This is an optimization exercise on Yosys and OpenROAD, whose aim is small area and a short achievable clock period, not a production implementation.
The RTL was checked by simulation tests, not by an equivalence proof against the original design.
No activity file was given, so power comes from the tool's default toggle rates.

--- design/flow/design.v ---
module first_stage (
   iClk,
   iRst_n,
   iData_valid,
   iData,
   oData_valid,
   oData_Re,
   oData_Im);
localparam W = 34;
localparam NS = 7;
localparam NP = 64 - NS;
input         iClk;
input         iRst_n;
input         iData_valid;
input  [20:0] iData;
output        oData_valid;
output [31:0] oData_Re;
output [31:0] oData_Im;
reg           oData_valid;
reg    [31:0] oData_Re;
reg    [31:0] oData_Im;
reg  [7:0] Counter;
wire [7:0] Counter_next = Counter + 8'd1;
wire       Wrap = Counter_next[7] & Counter_next[6];
wire [7:0] Counter_new = Wrap ? 8'd0 : Counter_next;
wire       En = Counter[7] | iData_valid;
wire       Data_valid = Counter[7] | iData_valid & Counter[6];
always @(posedge iClk or negedge iRst_n)
   if (!iRst_n) Counter <= 8'd0;
   else if (En) Counter <= Counter_new;
reg  [23:0]  xA;                
reg  [21:0]  yA;                
reg  [W-1:0] xs [1:NS-1];
reg  [W-1:0] ys [1:NS-1];
wire [21:0] bR = ys[NS-1][31:10];
wire [21:0] inR = {iData[20], iData};
wire [21:0] Neg = bR - inR;
wire [21:0] lR = Counter[6] ? Neg : inR;
reg  [21:0] mem [0:NP-1];
integer k;
always @(posedge iClk)
   if (En) begin
      mem[0] <= lR;
      for (k = 1; k < NP; k = k + 1) mem[k] <= mem[k-1];
   end
wire [21:0] pR = mem[NP-1];
reg  [NS-1:0] g;
reg  [NS-1:0] d;
reg           sw;
reg    [6:0]  cO;
wire   [6:0]  dir [0:NS];
genvar s;
generate for (s = 0; s <= NS; s = s + 1) begin : ctl
   wire [6:0] ph = Counter_new[6:0] + (NS - s);
   cordic_rom rom (.iPhi(ph[5:0]), .oDir(dir[s]));
   if (s < NS) begin : r
      always @(posedge iClk or negedge iRst_n)
         if (!iRst_n) g[s] <= 1'b1;
         else if (En) g[s] <= ~ph[6];
   end
   if (s == 0) begin : d0
      always @(posedge iClk) d[s] <= 1'b0;
   end else if (s < NS) begin : dn
      always @(posedge iClk)
         if (En) d[s] <= dir[s][s-1];
   end
end endgenerate
always @(posedge iClk)
   if (En) begin
      sw <= dir[NS-1][6];
      cO <= dir[NS];
   end
wire [23:0]  x1h = -({{2{pR[21]}}, pR} & {24{g[0]}});
wire [W-1:0] nx [1:NS-1];
wire [W-1:0] ny [1:NS-1];
generate for (s = 1; s < NS; s = s + 1) begin : it
   wire [W-1:0] tx, ty;
   if (s == 1) begin : first
      cordic_iter #(.W(W), .I(1)) u (.iX({xA, 10'b0}), .iY({{2{yA[21]}}, yA, 10'b0}),
         .iG(g[s]), .iD(d[s]), .oX(tx), .oY(ty));
   end else begin : other
      cordic_iter #(.W(W), .I(s)) u (.iX(xs[s-1]), .iY(ys[s-1]), .iG(g[s]), .iD(d[s]), .oX(tx), .oY(ty));
   end
   if (s == 6) begin : last
      assign nx[s] = (g[s] & sw) ? ~ty : tx;
      assign ny[s] = (g[s] & sw) ? tx : ty;
   end else begin : mid
      assign nx[s] = tx;
      assign ny[s] = ty;
   end
end endgenerate
integer j;
always @(posedge iClk)
   if (En) begin
      xA <= x1h;
      yA <= pR;
      for (j = 1; j < NS; j = j + 1) begin
         xs[j] <= nx[j];
         ys[j] <= ny[j];
      end
   end
wire [31:0] ProdRe, ProdIm;
cordic_csd_add #(.N(32)) csd (.iX(xs[NS-1]), .iY(ys[NS-1]), .iNeg(cO[6]), .iSel(Counter[6]),
   .iPaRe({bR, 10'b0}), .iPbRe({inR, 10'b0}), .iPaIm(32'd0), .iPbIm(32'd0), .oRe(ProdRe), .oIm(ProdIm));
always @(posedge iClk or negedge iRst_n)
   if (!iRst_n) oData_valid <= 1'b0;
   else oData_valid <= Data_valid;
always @(posedge iClk) begin
   oData_Re <= ProdRe;
   oData_Im <= ProdIm;
end
endmodule
module plain_stage (
   iClk,
   iRst_n,
   iData_valid,
   iData_Re,
   iData_Im,
   oData_valid,
   oData_Re,
   oData_Im);
parameter N = 37;
parameter B = 1;
parameter SYNCV = 0;     
localparam L = 1 << B;
input          iClk;
input          iRst_n;
input          iData_valid;
input  [N-2:0] iData_Re;
input  [N-2:0] iData_Im;
output         oData_valid;
output [N-1:0] oData_Re;
output [N-1:0] oData_Im;
reg            oData_valid;
reg    [N-1:0] oData_Re;
reg    [N-1:0] oData_Im;
reg  [7:0] Counter;
wire [7:0] Counter_next = Counter + 8'd1;
wire       Wrap = Counter_next[7] & Counter_next[B];
wire       En = Counter[7] | iData_valid;
wire       Data_valid = Counter[7] | iData_valid & (|Counter[6:B]);
always @(posedge iClk or negedge iRst_n)
   if (!iRst_n) Counter <= 8'd0;
   else if (En) Counter <= Wrap ? 8'd0 : Counter_next;
reg  [2*N-1:0] mem [0:L-1];
wire [N-1:0] bRe = mem[L-1][2*N-1:N];
wire [N-1:0] bIm = mem[L-1][N-1:0];
wire [N-1:0] inRe = {iData_Re[N-2], iData_Re};
wire [N-1:0] inIm = {iData_Im[N-2], iData_Im};
wire [N-1:0] PosRe = bRe + inRe;
wire [N-1:0] PosIm = bIm + inIm;
wire [N-1:0] NegRe = bRe - inRe;
wire [N-1:0] NegIm = bIm - inIm;
wire [N-1:0] lRe = Counter[B] ? NegRe : inRe;
wire [N-1:0] lIm = Counter[B] ? NegIm : inIm;
integer k;
always @(posedge iClk)
   if (En) begin
      mem[0] <= {lRe, lIm};
      for (k = 1; k < L; k = k + 1) mem[k] <= mem[k-1];
   end
wire [N-1:0] ProdRe, ProdIm;
generate if (B == 1) begin : mj
   assign ProdRe = Counter[0] ? bIm : bRe;
   assign ProdIm = Counter[0] ? -bRe : bIm;
end else begin : nt
   assign ProdRe = bRe;
   assign ProdIm = bIm;
end endgenerate
generate if (SYNCV) begin : sv
   always @(posedge iClk) oData_valid <= Data_valid & iRst_n;
end else begin : av
   always @(posedge iClk or negedge iRst_n)
      if (!iRst_n) oData_valid <= 1'b0;
      else oData_valid <= Data_valid;
end endgenerate
always @(posedge iClk) begin
   oData_Re <= Counter[B] ? PosRe : ProdRe;
   oData_Im <= Counter[B] ? PosIm : ProdIm;
end
endmodule
module cordic_rom (
   iPhi,
   oDir);
input  [5:0] iPhi;
output [6:0] oDir;
reg    [6:0] oDir;
always @(*)
   case (iPhi)
   6'd0: oDir = 7'b0100111;
   6'd1: oDir = 7'b0000111;
   6'd2: oDir = 7'b0011011;
   6'd3: oDir = 7'b0101011;
   6'd4: oDir = 7'b0110011;
   6'd5: oDir = 7'b0010011;
   6'd6: oDir = 7'b0000011;
   6'd7: oDir = 7'b0111101;
   6'd8: oDir = 7'b0101101;
   6'd9: oDir = 7'b0110101;
   6'd10: oDir = 7'b0010101;
   6'd11: oDir = 7'b0000101;
   6'd12: oDir = 7'b0111001;
   6'd13: oDir = 7'b0101001;
   6'd14: oDir = 7'b0001001;
   6'd15: oDir = 7'b0010001;
   6'd16: oDir = 7'b0011110;
   6'd17: oDir = 7'b0101110;
   6'd18: oDir = 7'b0110110;
   6'd19: oDir = 7'b0010110;
   6'd20: oDir = 7'b0000110;
   6'd21: oDir = 7'b0111010;
   6'd22: oDir = 7'b0101010;
   6'd23: oDir = 7'b0001010;
   6'd24: oDir = 7'b0010010;
   6'd25: oDir = 7'b0000010;
   6'd26: oDir = 7'b0111100;
   6'd27: oDir = 7'b0101100;
   6'd28: oDir = 7'b0001100;
   6'd29: oDir = 7'b0010100;
   6'd30: oDir = 7'b0100100;
   6'd31: oDir = 7'b0111000;
   6'd32: oDir = 7'b0101000;
   6'd33: oDir = 7'b1000111;
   6'd34: oDir = 7'b1011011;
   6'd35: oDir = 7'b1101011;
   6'd36: oDir = 7'b1110011;
   6'd37: oDir = 7'b1010011;
   6'd38: oDir = 7'b1000011;
   6'd39: oDir = 7'b1111101;
   6'd40: oDir = 7'b1101101;
   6'd41: oDir = 7'b1110101;
   6'd42: oDir = 7'b1010101;
   6'd43: oDir = 7'b1000101;
   6'd44: oDir = 7'b1111001;
   6'd45: oDir = 7'b1101001;
   6'd46: oDir = 7'b1001001;
   6'd47: oDir = 7'b1010001;
   6'd48: oDir = 7'b1011110;
   6'd49: oDir = 7'b1101110;
   6'd50: oDir = 7'b1110110;
   6'd51: oDir = 7'b1010110;
   6'd52: oDir = 7'b1000110;
   6'd53: oDir = 7'b1111010;
   6'd54: oDir = 7'b1101010;
   6'd55: oDir = 7'b1001010;
   6'd56: oDir = 7'b1010010;
   6'd57: oDir = 7'b1000010;
   6'd58: oDir = 7'b1111100;
   6'd59: oDir = 7'b1101100;
   6'd60: oDir = 7'b1001100;
   6'd61: oDir = 7'b1010100;
   6'd62: oDir = 7'b1100100;
   6'd63: oDir = 7'b1111000;
   default: oDir = 7'b0000000;
   endcase
endmodule
module cordic_iter (
   iX, iY, iG, iD, oX, oY);
parameter W = 35;
parameter I = 1;
input  [W-1:0] iX, iY;
input          iG, iD;
output [W-1:0] oX, oY;
wire   [W-1:0] By = {{I{iY[W-1]}}, iY[W-1:I]};
wire   [W-1:0] Ax = {{I{iX[W-1]}}, iX[W-1:I]};
assign oX = iX + ((By ^ {W{~iD}}) & {W{iG}}) + {{(W-1){1'b0}}, iG & ~iD};
assign oY = iY + ((Ax ^ {W{iD}}) & {W{iG}}) + {{(W-2){1'b0}}, iG & iD, 1'b0};
endmodule
module cordic_csd (
   iX, iY, iNeg, oRe, oIm);
parameter N = 33;
localparam W = N + 2;
input  [W-1:0] iX, iY;
input          iNeg;
output [N-1:0] oRe, oIm;
wire   [W+15:0] er = {{16{iY[W-1]}}, iY};
wire   [W+15:0] ei = {{16{iX[W-1]}}, iX};
wire   [N-1:0] r1 = er[N:1],  r3 = er[N+2:3], r6 = er[N+5:6], r9 = er[N+8:9];
wire   [N-1:0] r12 = er[N+11:12], r14 = er[N+13:14], r16 = er[N+15:16];
wire   [N-1:0] i1 = ei[N:1],  i3 = ei[N+2:3], i6 = ei[N+5:6], i9 = ei[N+8:9];
wire   [N-1:0] i12 = ei[N+11:12], i14 = ei[N+13:14], i16 = ei[N+15:16];
assign oRe = r1 + r3 - r6 - r9 - r12 + r14 - r16;
assign oIm = i1 + i3 + ~i6 + ~i9 + ~i12 + i14 + ~i16 + (iNeg ? 3 : 4);
endmodule
module csa32 (
   iA, iB, iC, oS, oC);
parameter N = 33;
input  [N-1:0] iA, iB, iC;
output [N-1:0] oS, oC;
wire   [N-1:0] mj = (iA & iB) | (iA & iC) | (iB & iC);
assign oS = iA ^ iB ^ iC;
assign oC = {mj[N-2:0], 1'b0};
endmodule
module cordic_csd_add (
   iX, iY, iNeg, iSel, iPaRe, iPbRe, iPaIm, iPbIm, oRe, oIm);
parameter N = 33;
localparam W = N + 2;
input  [W-1:0] iX, iY;
input          iNeg, iSel;
input  [N-1:0] iPaRe, iPbRe, iPaIm, iPbIm;
output [N-1:0] oRe, oIm;
wire   [W+15:0] er = {{16{iY[W-1]}}, iY};
wire   [W+15:0] ei = {{16{iX[W-1]}}, iX};
wire   [N-1:0] ra, rb;
wire   [N-1:0] ia, ib;
cordic_csa7 #(.N(N)) cr (.iT1(er[N:1]), .iT3(er[N+2:3]), .iT6(~er[N+5:6]), .iT9(~er[N+8:9]),
   .iT12(~er[N+11:12]), .iT14(er[N+13:14]), .iT16(~er[N+15:16]), .iK(4), .oS(ra), .oC(rb));
cordic_csa7 #(.N(N)) ci (.iT1(ei[N:1]), .iT3(ei[N+2:3]), .iT6(~ei[N+5:6]), .iT9(~ei[N+8:9]),
   .iT12(~ei[N+11:12]), .iT14(ei[N+13:14]), .iT16(~ei[N+15:16]),
   .iK(iNeg ? 3 : 4), .oS(ia), .oC(ib));
assign oRe = (iSel ? iPaRe : ra) + (iSel ? iPbRe : rb);
assign oIm = (iSel ? iPaIm : ia) + (iSel ? iPbIm : ib);
endmodule
module cordic_csa7 (
   iT1, iT3, iT6, iT9, iT12, iT14, iT16, iK, oS, oC);
parameter N = 33;
input  [N-1:0] iT1, iT3, iT6, iT9, iT12, iT14, iT16;
input  [2:0]   iK;
output [N-1:0] oS, oC;
wire   [N-1:0] s1, c1, s2, c2, s3, c3, s4, c4, s5, c5;
csa32 #(.N(N)) a1 (.iA(iT1), .iB(iT3), .iC(iT6), .oS(s1), .oC(c1));
csa32 #(.N(N)) a2 (.iA(iT9), .iB(iT12), .iC(iT14), .oS(s2), .oC(c2));
csa32 #(.N(N)) a3 (.iA(s1), .iB(c1), .iC(s2), .oS(s3), .oC(c3));
csa32 #(.N(N)) a4 (.iA(c2), .iB(iT16), .iC({{(N-3){1'b0}}, iK}), .oS(s4), .oC(c4));
csa32 #(.N(N)) a5 (.iA(s3), .iB(c3), .iC(s4), .oS(s5), .oC(c5));
csa32 #(.N(N)) a6 (.iA(s5), .iB(c5), .iC(c4), .oS(oS), .oC(oC));
endmodule
module cordic_stage (
   iClk,
   iRst_n,
   iData_valid,
   iData_Re,
   iData_Im,
   oData_valid,
   oData_Re,
   oData_Im);
parameter N = 33;
parameter B = 5;
localparam W = N + 2;
localparam L = 1 << B;
localparam NS = (L >= 8) ? 7 : L;    
localparam NP = L - NS;              
localparam NX = 7 - NS;              
input          iClk;
input          iRst_n;
input          iData_valid;
input  [N-2:0] iData_Re;
input  [N-2:0] iData_Im;
output         oData_valid;
output [N-1:0] oData_Re;
output [N-1:0] oData_Im;
reg  [7:0] Counter;
wire [7:0] Counter_next = Counter + 8'd1;
wire       Wrap = Counter_next[7] & Counter_next[B];
wire [7:0] Counter_new = Wrap ? 8'd0 : Counter_next;
wire       En = Counter[7] | iData_valid;
wire       Data_valid = Counter[7] | iData_valid & (|Counter[6:B]);
always @(posedge iClk or negedge iRst_n)
   if (!iRst_n) Counter <= 8'd0;
   else if (En) Counter <= Counter_new;
reg  [W-1:0] xs [0:NS-1];
reg  [W-1:0] ys [0:NS-1];
wire [N-1:0] bRe = ys[NS-1][N-1:0];
wire [N-1:0] bIm = xs[NS-1][N-1:0];
wire [N-1:0] inRe = {iData_Re[N-2], iData_Re};
wire [N-1:0] inIm = {iData_Im[N-2], iData_Im};
wire [N-1:0] PosRe = bRe + inRe;
wire [N-1:0] PosIm = bIm + inIm;
wire [N-1:0] NegRe = bRe - inRe;
wire [N-1:0] NegIm = bIm - inIm;
wire [N-1:0] lRe = Counter[B] ? NegRe : inRe;
wire [N-1:0] lIm = Counter[B] ? NegIm : inIm;
wire [N-1:0] pRe, pIm;
generate if (NP > 0) begin : plain
   reg [2*N-1:0] mem [0:NP-1];
   integer k;
   always @(posedge iClk)
      if (En) begin
         mem[0] <= {lRe, lIm};
         for (k = 1; k < NP; k = k + 1) mem[k] <= mem[k-1];
      end
   assign pRe = mem[NP-1][2*N-1:N];
   assign pIm = mem[NP-1][N-1:0];
end else begin : noplain
   assign pRe = lRe;
   assign pIm = lIm;
end endgenerate
reg  [NS-1:0] g;
reg  [NS-1:0] d;
reg           sw;                    
wire [6:0]    dir [0:NS];
genvar s;
generate for (s = 0; s <= NS; s = s + 1) begin : ctl
   wire [B:0] ph = Counter_new[B:0] + (NS - s);
   cordic_rom rom (.iPhi({ph[B-1:0], {(6-B){1'b0}}}), .oDir(dir[s]));
   if (s < NS) begin : r
      always @(posedge iClk or negedge iRst_n)
         if (!iRst_n) g[s] <= (((NS - s) >> B) & 1) == 0;
         else if (En) g[s] <= ~ph[B];
   end
   if (s == 0) begin : d0
      always @(posedge iClk) d[s] <= 1'b0;
   end else if (s < NS) begin : dn
      always @(posedge iClk)
         if (En) d[s] <= dir[s][s-1];
   end
end endgenerate
reg    [6:0]  cO;
wire          swO = cO[6];           
always @(posedge iClk)
   if (En) begin
      sw <= dir[NS-1][6];
      cO <= dir[NS];
   end
wire [W-1:0] x0 = {{2{pIm[N-1]}}, pIm};
wire [W-1:0] y0 = {{2{pRe[N-1]}}, pRe};
wire [W-1:0] nx [0:NS-1];
wire [W-1:0] ny [0:NS-1];
assign nx[0] = x0 + ((~y0) & {W{g[0]}}) + {{(W-1){1'b0}}, g[0]};
assign ny[0] = y0 + (x0 & {W{g[0]}});
generate for (s = 1; s < NS; s = s + 1) begin : it
   wire [W-1:0] tx, ty;
   cordic_iter #(.W(W), .I(s)) u (.iX(xs[s-1]), .iY(ys[s-1]), .iG(g[s]), .iD(d[s]), .oX(tx), .oY(ty));
   if (s == 6) begin : last
      assign nx[s] = (g[s] & sw) ? ~ty : tx;
      assign ny[s] = (g[s] & sw) ? tx : ty;
   end else begin : mid
      assign nx[s] = tx;
      assign ny[s] = ty;
   end
end endgenerate
integer j;
always @(posedge iClk)
   if (En)
      for (j = 0; j < NS; j = j + 1) begin
         xs[j] <= nx[j];
         ys[j] <= ny[j];
      end
reg             vO;
reg     [N-1:0] rRe, rIm;
generate if (NX == 0) begin : direct
   wire [N-1:0] ProdRe, ProdIm;
   cordic_csd_add #(.N(N)) csd (.iX(xs[NS-1]), .iY(ys[NS-1]), .iNeg(swO), .iSel(Counter[B]),
      .iPaRe(bRe), .iPbRe(inRe), .iPaIm(bIm), .iPbIm(inIm), .oRe(ProdRe), .oIm(ProdIm));
   always @(posedge iClk or negedge iRst_n)
      if (!iRst_n) vO <= 1'b0;
      else vO <= Data_valid;
   always @(posedge iClk) begin
      rRe <= ProdRe;
      rIm <= ProdIm;
   end
end else begin : after
   reg [W-1:0] ox1, oy1, ox2, oy2, ox3, oy3;
   reg         f1, f2, f3, v1, v2, v3;
   reg  [2:0]  dd1;
   reg  [1:0]  dd2;
   reg         dd3;
   wire [W-1:0] tx1, ty1, tx2, ty2, tx3, ty3;
   cordic_iter #(.W(W), .I(4)) u4 (.iX(xs[NS-1]), .iY(ys[NS-1]), .iG(1'b1), .iD(cO[3]), .oX(tx1), .oY(ty1));
   cordic_iter #(.W(W), .I(5)) u5 (.iX(ox1), .iY(oy1), .iG(~f1), .iD(dd1[0]), .oX(tx2), .oY(ty2));
   cordic_iter #(.W(W), .I(6)) u6 (.iX(ox2), .iY(oy2), .iG(~f2), .iD(dd2[0]), .oX(tx3), .oY(ty3));
   always @(posedge iClk or negedge iRst_n)
      if (!iRst_n) begin
         v1 <= 1'b0; v2 <= 1'b0; v3 <= 1'b0; vO <= 1'b0;
      end else begin
         v1 <= Data_valid; v2 <= v1; v3 <= v2; vO <= v3;
      end
   always @(posedge iClk) begin
      f1 <= Counter[B];
      dd1 <= cO[6:4];
      ox1 <= Counter[B] ? {{2{PosIm[N-1]}}, PosIm} : tx1;
      oy1 <= Counter[B] ? {{2{PosRe[N-1]}}, PosRe} : ty1;
      f2 <= f1; dd2 <= dd1[2:1]; ox2 <= tx2; oy2 <= ty2;
      f3 <= f2; dd3 <= dd2[1];
      ox3 <= (~f2 & dd2[1]) ? ~ty3 : tx3;
      oy3 <= (~f2 & dd2[1]) ? tx3 : ty3;
   end
   wire [N-1:0] ProdRe, ProdIm;
   cordic_csd #(.N(N)) csd (.iX(ox3), .iY(oy3), .iNeg(dd3), .oRe(ProdRe), .oIm(ProdIm));
   always @(posedge iClk) begin
      rRe <= f3 ? oy3[N-1:0] : ProdRe;
      rIm <= f3 ? ox3[N-1:0] : ProdIm;
   end
end endgenerate
assign oData_valid = vO;
assign oData_Re = rRe;
assign oData_Im = rIm;
endmodule
module FFT_R2SDF (
   iClk,
   iRst_n,
   iData_valid,
   iData,
   oData_valid,
   oData_Re,
   oData_Im);
input         iClk;
input         iRst_n;
input         iData_valid;
input  [20:0] iData;
output        oData_valid;
output [37:0] oData_Re;
output [37:0] oData_Im;
reg        rValid;
reg [20:0] rData;
always @(posedge iClk or negedge iRst_n)
   if (!iRst_n) rValid <= 1'b0;
   else rValid <= iData_valid;
always @(posedge iClk)
   rData <= iData;
wire        v1, v2, v3, v4, v5, v6;
wire [31:0] d1r, d1i;
wire [32:0] d2r, d2i;
wire [33:0] d3r, d3i;
wire [34:0] d4r, d4i;
wire [35:0] d5r, d5i;
wire [36:0] d6r, d6i;
first_stage stage_1 (.iClk(iClk), .iRst_n(iRst_n), .iData_valid(rValid), .iData(rData),
   .oData_valid(v1), .oData_Re(d1r), .oData_Im(d1i));
cordic_stage #(.N(33), .B(5)) stage_2 (.iClk(iClk), .iRst_n(iRst_n), .iData_valid(v1),
   .iData_Re(d1r), .iData_Im(d1i), .oData_valid(v2), .oData_Re(d2r), .oData_Im(d2i));
cordic_stage #(.N(34), .B(4)) stage_3 (.iClk(iClk), .iRst_n(iRst_n), .iData_valid(v2),
   .iData_Re(d2r), .iData_Im(d2i), .oData_valid(v3), .oData_Re(d3r), .oData_Im(d3i));
cordic_stage #(.N(35), .B(3)) stage_4 (.iClk(iClk), .iRst_n(iRst_n), .iData_valid(v3),
   .iData_Re(d3r), .iData_Im(d3i), .oData_valid(v4), .oData_Re(d4r), .oData_Im(d4i));
cordic_stage #(.N(36), .B(2)) stage_5 (.iClk(iClk), .iRst_n(iRst_n), .iData_valid(v4),
   .iData_Re(d4r), .iData_Im(d4i), .oData_valid(v5), .oData_Re(d5r), .oData_Im(d5i));
plain_stage #(.N(37), .B(1)) stage_6 (.iClk(iClk), .iRst_n(iRst_n), .iData_valid(v5),
   .iData_Re(d5r), .iData_Im(d5i), .oData_valid(v6), .oData_Re(d6r), .oData_Im(d6i));
plain_stage #(.N(38), .B(0), .SYNCV(1)) stage_7 (.iClk(iClk), .iRst_n(iRst_n), .iData_valid(v6),
   .iData_Re(d6r), .iData_Im(d6i), .oData_valid(oData_valid), .oData_Re(oData_Re), .oData_Im(oData_Im));
endmodule
--- design/flow/flow/run.sh ---
#!/bin/bash
# The standard layout with three changes to how it is made (the clock, constraints and
# the design are unchanged): faster port buffers (buf_2), timing repair aimed at an 8 ns
# period, and a clock tree with larger sink clusters and no dummy loads. The make output
# goes to standard.log; ORFS keeps each tool's own log under orfs/logs.
set -euo pipefail
cd "$(dirname "$0")/.."
bash standard.sh finish \
  "BUFFER_PORTS_ARGS=-buffer_cell sky130_fd_sc_hd__buf_2" \
  SETUP_SLACK_MARGIN=22 \
  "CTS_ARGS=-sink_clustering_enable -repair_clock_nets -sink_clustering_size 20 -sink_clustering_max_diameter 100 -dont_use_dummy_load" \
  > standard.log 2>&1
--- design/flow/standard.sh ---
#!/bin/bash
# synth_recipe.tcl (not shown) runs the flow's synth.tcl, then flattens the netlist and writes it again
# the make line also repeats each setting of config.mk as NAME=value (left out here)
make -C /OpenROAD-flow-scripts/flow DESIGN_CONFIG=/design/flow/config.mk WORK_HOME=/design/flow/orfs CLKGATE_MAP_FILE= SYNTH_SCRIPT=/design/flow/synth_recipe.tcl "${@:-finish}"
--- design/flow/config.mk ---
export PLATFORM = sky130hd
export DESIGN_NAME = FFT_R2SDF
export DESIGN_NICKNAME = FFT_R2SDF
export VERILOG_FILES = /design/flow/design.v
export SDC_FILE = /design/flow/constraint.sdc
export NUM_CORES = 4
export LEC_CHECK = 0
export CAP_MARGIN = 20
export CORE_MARGIN = 2
export CORE_UTILIZATION = 40
export SETUP_SLACK_MARGIN = 3
export SLEW_MARGIN = 20
--- design/flow/constraint.sdc ---
create_clock -name core_clock -period 30.0 [get_ports {iClk}]
set_input_delay 6.0000 -clock core_clock [delete_from_list [all_inputs] [get_ports {iClk}]]
set_output_delay 6.0000 -clock core_clock [all_outputs]
set_load 0.01 [all_outputs]
==> impl_metrics.json <==
{
  "outcome": "timing/DRC/antenna clean",
  "grt_max_degree": 172,
  "p_int_uw": 22510,
  "vias": 310600,
  "multi_input_area_sq_mm": 0.2473,
  "setup.worst_path.class": "reg2out",
  "ys_types": 118,
  "switching_share": 0.4011,
  "post_drt_wl_per_cell_microns": 22.72,
  "cts_root_buffer": "clkbuf_16",
  "endpoint_kind": "primary output",
  "crit_chain": "buf_2",
  "p_total_uw": 37580,
  "synthCells": 42390,
  "busiest_layer": "met2",
  "core_sq_mm": 1.156,
  "hold_buffers": 0,
  "grt_pass1_vias": 304400,
  "synth_fa_ha_area_frac": 0.1928,
  "grt_remaining_overflow": 0,
  "row_count": 395,
  "grtUsageMet2": 0.3372,
  "synth_top_area_frac": 0.3939,
  "gr-usage-met1": 0.3184,
  "cts_buffer_depth": 5,
  "synth.area.mux_share": 0.009880,
  "tightest_slew_ns": 1.249,
  "hold_viol_final": 0,
  "cts_resized": 0,
  "viasPerCell": 5.401,
  "worst-path-buf-inv": 1,
  "ios": 101,
  "dr.pass1.iters": 6,
  "finalWirelength_microns": 1307000,
  "synth_xor_area_frac": 0.09636,
  "seq_power_share": 0.322,
  "cellPowerDensity_mw_per_mm2": 76.09,
  "grt_use_total": 0.2174,
  "max-cap-violations": 0,
  "vdd_drop_max_mv": 0.4885,
  "layoutNonFillerInstCount": 57520,
  "combinationalPowerShare": 0.521,
  "yosysMostFrequentCell": "edfxtp_1",
  "slew-limit-headroom": 0.1587,
  "syn2layout_area_growth_pct": 6.435,
  "fmax_mhz": 129.4,
  "critPathArrivalTime_ns": 1.73,
  "postSynthAreaPerCell_sq_um": 10.95,
  "remaining_drc_errors": 0,
  "drive_gt1_frac": 0.03109,
  "ys_top_cells_by_count": "edfxtp_1 (6086), ha_1 (4646), inv_1 (3312)",
  "cp.required_ns": 24.00,
  "drt-initial-drc-count": 25590,
  "antenna_found_initial": 131,
  "clkSinkCount": 6932,
  "path_max_fanout": 1,
  "yosys.area_share.simple": 0.1041,
  "clock_latency_ns": 1.21,
  "synth_area_leaders": "edfxtp_1 (39%), ha_1 (13%), fa_1 (6.8%)",
  "post_cts_buffers": 0,
  "clockPowerShare": 0.156,
  "cts_tree": "yes",
  "synth_compound_area_frac": 0.1296,
  "setup_viol": 0,
  "skew_ns": 0.1761,
  "dpl.cell_count": 56950,
  "rsz0062_at_grt": "no",
  "post-route-period-util": 0.2575,
  "die_h_microns": 1081,
  "power.switching_uw": 15070,
  "ys_async_sr_fraction": 0.01399,
  "n_fill_cell": 108700,
  "setup-tns-final_ns": 0,
  "grt_pass1_wl_microns": 1947000,
  "numPortBuffers": 100,
  "leakage_uw": 0.2097,
  "synth_top_family_by_area": "adder cells",
  "ys.flop_type": "edfxtp_1",
  "ff_latch_area_sq_mm": 0.2003,
  "h-tree-depth": 5,
  "drv_slew": 0,
  "ys_ff_latch": 6932,
  "period_minus_slack_ns": 7.725,
  "max_stage_delay_ns": 0.41,
  "synth_area_sq_mm": 0.4640,
  "initial_utilization": 0.4012,
  "ys_seq_area_frac": 0.4315,
  "use_met3": 0.02886,
  "yosysTopAreaCell": "edfxtp_1",
  "die-area_sq_mm": 1.169,
  "path_clk_slew_ns": 0.07,
  "die_width_microns": 1081,
  "place_hpwl_microns": 1030000,
  "layout.nets": 48380,
  "synth_warnings": 47,
  "cts_buffers": 465,
  "crit_family": "flip-flops",
  "critPathLaunchType": "register",
  "ant_nets": 0,
  "cpMaxStageDelayCell": "dfxtp_1",
  "synth-edff-count": 6086,
  "place.gp.congestion": 0.9409,
  "min-delay-path-class": "reg2reg"
}
## worst paths after layout
check	from	to	slack, ns	cells past startpoint
setup / recovery	stage_7.oData_valid$_DFF_P_	oData_valid	22.27	1
hold / removal	stage_5.after.dd1[2]$_DFF_P_	stage_5.after.dd2[1]$_DFF_P_	0.33	0
hold reg to reg	stage_5.after.dd1[2]$_DFF_P_	stage_5.after.dd2[1]$_DFF_P_	0.33	0
max in group asynchronous	iRst_n	stage_1.Counter[6]$_DFFE_PN0P_	23.27	3
setup reg to reg	stage_4.xs[6][14]$_DFFE_PP_	stage_4.rIm[31]$_DFF_P_	22.85	20
min in group asynchronous	iRst_n	stage_7.Counter[0]$_DFFE_PN0P_	4.73	1
## power groups by stage
stage / combinational [uW] / clock, uW / sequential [uW]
final: 19600 / 5880 / 12100
after floorplan: 14300 / 0 / 12000
after detailed placement: 19400 / 0 / 12300
after global routing: 21800 / 6420 / 12100
after CTS: 19600 / 6130 / 12100
after global placement: 19200 / 0 / 12300
## kinds of logic after synthesis
kind of cell	count (synthesis)
compound gates	9541
xor+xnor	5105
fa+ha+maj	6212
buf+inv	4409
flops	6932
mux	441
other cells	1
simple gates	9748
## registers in the layout (all words and copies together) (netlist names), 38 cells and up
signal             flops
stage_2.ys           245
stage_3.plain.mem    612
stage_5.after.ox3     38
stage_1.mem         1254
stage_5.after.ox2     38
stage_5.xs           152
stage_6.mem          148
stage_7.mem           76
stage_5.after.oy3     38
stage_5.ys           152
stage_5.after.oy2     38
stage_1.xs           186
stage_3.xs           252
stage_2.plain.mem   1650
stage_7.oData_Im      38
stage_1.ys           190
stage_4.ys           259
stage_2.xs           245
stage_5.after.oy1     38
stage_4.plain.mem     70
stage_4.xs           259
stage_3.ys           252
stage_7.oData_Re      38
stage_5.after.ox1     38
## placed cells by master, fill, tap and decap left out, types with 1885 or more instances in the layout
| master | n |
|---|---|
| edfxtp_1 | 6086 |
| inv_1 | 3308 |
| and2_1 | 1925 |
| nand2_1 | 2437 |
| nor2_1 | 2371 |
| xor2_1 | 1885 |
| ha_1 | 4646 |
| a21oi_1 | 2867 |
| xnor2_1 | 3220 |
| o21ai_0 | 2196 |
## per-layer routing
layer,share of wire,up-vias
li1,-,148900
met1,0.48,152500
met2,0.43,7609
met3,0.054,1542
met4,0.032,38
met5,0.00020,-
## area by class of cell
cell class	instances	share of cell area
multi-input cells	31050	0.5008
flip-flops and latches	6932	0.4055
well taps	15280	0.03872
inverters	3328	0.02538
clock buffers	465	0.02356
repair buffers	364	0.005551
diodes	94	0.0004763
## per-stage QoR
| stage | utilization | area (sq um) | worst slack [ns] | hold WS (ns) |
|---|---|---|---|---|
| 4_1_cts | 0.4267 | 493500 | 22.16 | 0.3382 |
| 3_3_place_gp | 0.4165 | 481700 | 22.15 | 0.3171 |
| 3_5_place_dp | 0.4166 | 481800 | 22.09 | 0.3188 |
| 5_1_grt | 0.4270 | 493800 | 22.22 | 0.3321 |
| 2_1_floorplan | - | 464100 | -3.668 | 0.3096 |
| 6_report | 0.4271 | 493900 | 22.27 | 0.3310 |

==> port drivers added, routing unchanged <==
No port has a modelled driver above. Below, the same layout with a new extraction and two added sets of constraints.
Step 1 assumes that a clkbuf_16 drives the clock port and a buf_2 every other input.
Step 2, shift: input delay + t, output delay - t, t = (earliest + latest rising clock arrival at the registers) / 2. This alone moves slack from input paths to output paths.
Three values: no drivers, after step 1, after step 2; two values: the first two.
shift t [ns]: 1.255
setup slack, ns: 22.275 / 22.118 / 22.100
clock arrival spread, ns: 0.228 / 0.228
slew at the worst register clock pin (ns): 0.09 / 0.09
worst data-port slew with drivers (ns): 0.07
After both steps this run still meets setup and hold. For this run, drivers alone change the setup slack by -0.157 ns; drivers and shift together by -0.175 ns. The worst setup slack also covers recovery checks on asynchronous resets.
